From an optimization exercise on the open Yosys and OpenROAD flow, aimed at small area, a short achievable clock period and few clock cycles per item; shortcuts taken in it are not production practice. Only simulation tests tie the RTL to the original design; equivalence was not proved.

==> flow/design.v (excerpt) <==
module bitcoin_hash (
  input  logic        clk, reset_n, start,
  input  logic [15:0] message_addr, output_addr,
  output logic        done, mem_clk, mem_we,
  output logic [15:0] mem_addr,
  output logic [31:0] mem_write_data,
  input  logic [31:0] mem_read_data
);
==> flow/config.mk <==
export PLATFORM = sky130hd
export DESIGN_NAME = bitcoin_hash
export DESIGN_NICKNAME = bitcoin_hash
export VERILOG_FILES = /design/flow/design.v
export SDC_FILE = /design/flow/constraint.sdc
export NUM_CORES = 4
export LEC_CHECK = 0
export CAP_MARGIN = 30
export CORE_MARGIN = 2
export CORE_UTILIZATION = 40
export CTS_BUF_LIST = sky130_fd_sc_hd__clkbuf_4 sky130_fd_sc_hd__clkbuf_8 sky130_fd_sc_hd__clkbuf_16
export CTS_CLUSTER_DIAMETER = 100
export CTS_CLUSTER_SIZE = 30
export PLACE_DENSITY = 0.55
export SLEW_MARGIN = 40
==> flow/constraint.sdc <==
create_clock -name core_clock -period 12.0 [get_ports {clk}]
set_input_delay 2.4000 -clock core_clock [delete_from_list [all_inputs] [get_ports {clk}]]
set_output_delay 2.4000 -clock core_clock [all_outputs]
set_load 0.01 [all_outputs]
standard.sh (not shown) runs the stock make flow with config.mk's settings and CLKGATE_MAP_FILE= SYNTH_SCRIPT=/design/flow/synth_recipe.tcl, a recipe that flattens the netlist after the stock synthesis.
==> flow/flow/run.sh <==
#!/bin/bash
set -euo pipefail
cd "$(dirname "$0")/.."
export SETUP_SLACK_MARGIN=7
bash standard.sh > make.log 2>&1
The first run produced a clean layout.
Testbench counts at the start, summed over its fixed seeds: cycles 69,248, items 512.
Edit:
Settings changed: ABC_AREA set to 1, CTS_BUF_LIST sky130_fd_sc_hd__clkbuf_4 sky130_fd_sc_hd__clkbuf_8 sky130_fd_sc_hd__clkbuf_16 to unset, CTS_CLUSTER_DIAMETER 100 to unset, CTS_CLUSTER_SIZE 30 to unset.
The new run completed without violations.
First-iteration DRC count rose by 16%.
Maximum frequency grows by 1.4%.
Non-clock buffer count fell by 28.
Worst setup slack is better by 71 ps.
Design area went up by 5.8%.
Area after synthesis rose by 2.9%.
Count of clock-buffer cells in the layout rose by 113.

* * *

bitcoin_hash again, from the RTL that the note above started with.
clock: 12.0 ns
lec_check: 0
cap_margin: 30
core_margin: 2
core_utilization: 60
cts_buf_list: sky130_fd_sc_hd__clkbuf_4 sky130_fd_sc_hd__clkbuf_8 sky130_fd_sc_hd__clkbuf_16
cts_cluster_diameter: 100
cts_cluster_size: 24
place_density: 0.75
slew_margin: 40
Scripts as last shown in full above: flow/flow/run.sh
Testbench counts at the start, summed over its fixed seeds: cycles 69,248, items 512.
Then changed:
Settings changed: CORE_UTILIZATION 60 to 40, CTS_CLUSTER_DIAMETER 100 to 120, CTS_CLUSTER_SIZE 24 to 20, PLACE_DENSITY 0.75 to 0.55.
=> The new run finished with timing, DRC and antenna clean; non-clock buffer count grows by 12; worst setup slack is better by 0.021 ns; global-route usage shrinks by 13 points; wire length grows by 5.1%; critical path depth shrinks by 1; die area grows by about 50%; cell area grows by 2.4%; clock skew grows by 0.020 ns; register-to-register slack is better by 0.02 ns.
Then changed:
==> flow/flow/run.sh (replaced) <==
#!/bin/bash
set -euo pipefail
cd "$(dirname "$0")/.."
export SETUP_SLACK_MARGIN=7.5
bash standard.sh > make.log 2>&1
Settings changed: CTS_CLUSTER_DIAMETER 120 to 100, CTS_CLUSTER_SIZE 20 to 24.
What happened: Global-route usage grows by 0.60 points. Wire length grows by about 2.4%. Hold slack improved by 0.028 ns. Design area grows by about 4%. Utilization grows by 1.9 points. Count of clock-buffer cells in the layout shrinks by 11. Non-clock buffer count grows by 109.
Then changed:
==> flow/flow/run.sh (replaced) <==
#!/bin/bash
set -euo pipefail
cd "$(dirname "$0")/.."
export SETUP_SLACK_MARGIN=7
bash standard.sh > make.log 2>&1
Settings changed: CORE_UTILIZATION 40 to 50, PLACE_DENSITY 0.55 to 0.65.
Result: Hold slack gains 0.0048 ns. Global-route usage increases by 6.2 points. Non-clock buffer count decreases by 117. Area after synthesis does not change. Die area decreases by about a fifth. Clock skew decreases by 0.014 ns. Routed wire length decreases by a few percent. Via count stays flat.
Then changed:
Settings changed: CORE_UTILIZATION 50 to 40, CTS_BUF_LIST sky130_fd_sc_hd__clkbuf_4 sky130_fd_sc_hd__clkbuf_8 sky130_fd_sc_hd__clkbuf_16 to not set, CTS_CLUSTER_DIAMETER 100 to not set, CTS_CLUSTER_SIZE 24 to not set, PLACE_DENSITY 0.65 to 0.55.
Global-route usage fell by 6.7 points.
Worst hold slack gets worse by 0.030 ns.
Sequential share of layout area fell by 2.1 points.
Synthesized cell count is unchanged.
Utilization fell by 8.5 points.
Setup slack gets worse by 0.027 ns.
Wire length rose by 2.1%.
Final area rose by 5.7%.

what the ideal ports hide:
Ports are ideal in the flow. The routed layouts listed here were re-timed in OpenROAD. Step 1 sets driving cells, clkbuf_16 on the clock port and buf_2 on the other inputs (assumed; they add their load-dependent delay and slew). Step 2, shift: input delay + t, output delay - t, t = (earliest + latest rising clock arrival at the registers) / 2. This alone moves slack from input paths to output paths. Slacks: no drivers / after step 1 / after step 2; pairs: no drivers / after step 1.
run | t (ns) | setup slack, ns | worst register clock-pin slew, ns | pins driven straight from the clock port
the first run of note 1 | 0.791 | 6.959 / 6.959 / 6.609 | 0.12 / 0.12 | 1
the second run of note 1 | 0.846 | 7.030 / 7.030 / 7.018 | 0.07 / 0.07 | 1
the first run of note 2 | 0.740 | 6.984 / 6.984 / 6.605 | 0.11 / 0.11 | 1
the second run of note 2 | 0.770 | 7.005 / 7.005 / 6.572 | 0.10 / 0.10 | 1
the third run of note 2 | 0.790 | 7.054 / 7.054 / 6.939 | 0.11 / 0.11 | 1
the fourth run of note 2 | 0.775 | 6.987 / 6.987 / 6.682 | 0.11 / 0.11 | 1
the fifth run of note 2 | 0.834 | 6.960 / 6.960 / 6.573 | 0.07 / 0.07 | 1
After both steps every run listed still meets setup and hold. The setup slack of the second run of note 2, which loses most, moves by 0.000 ns with the drivers and by -0.433 ns with both steps.
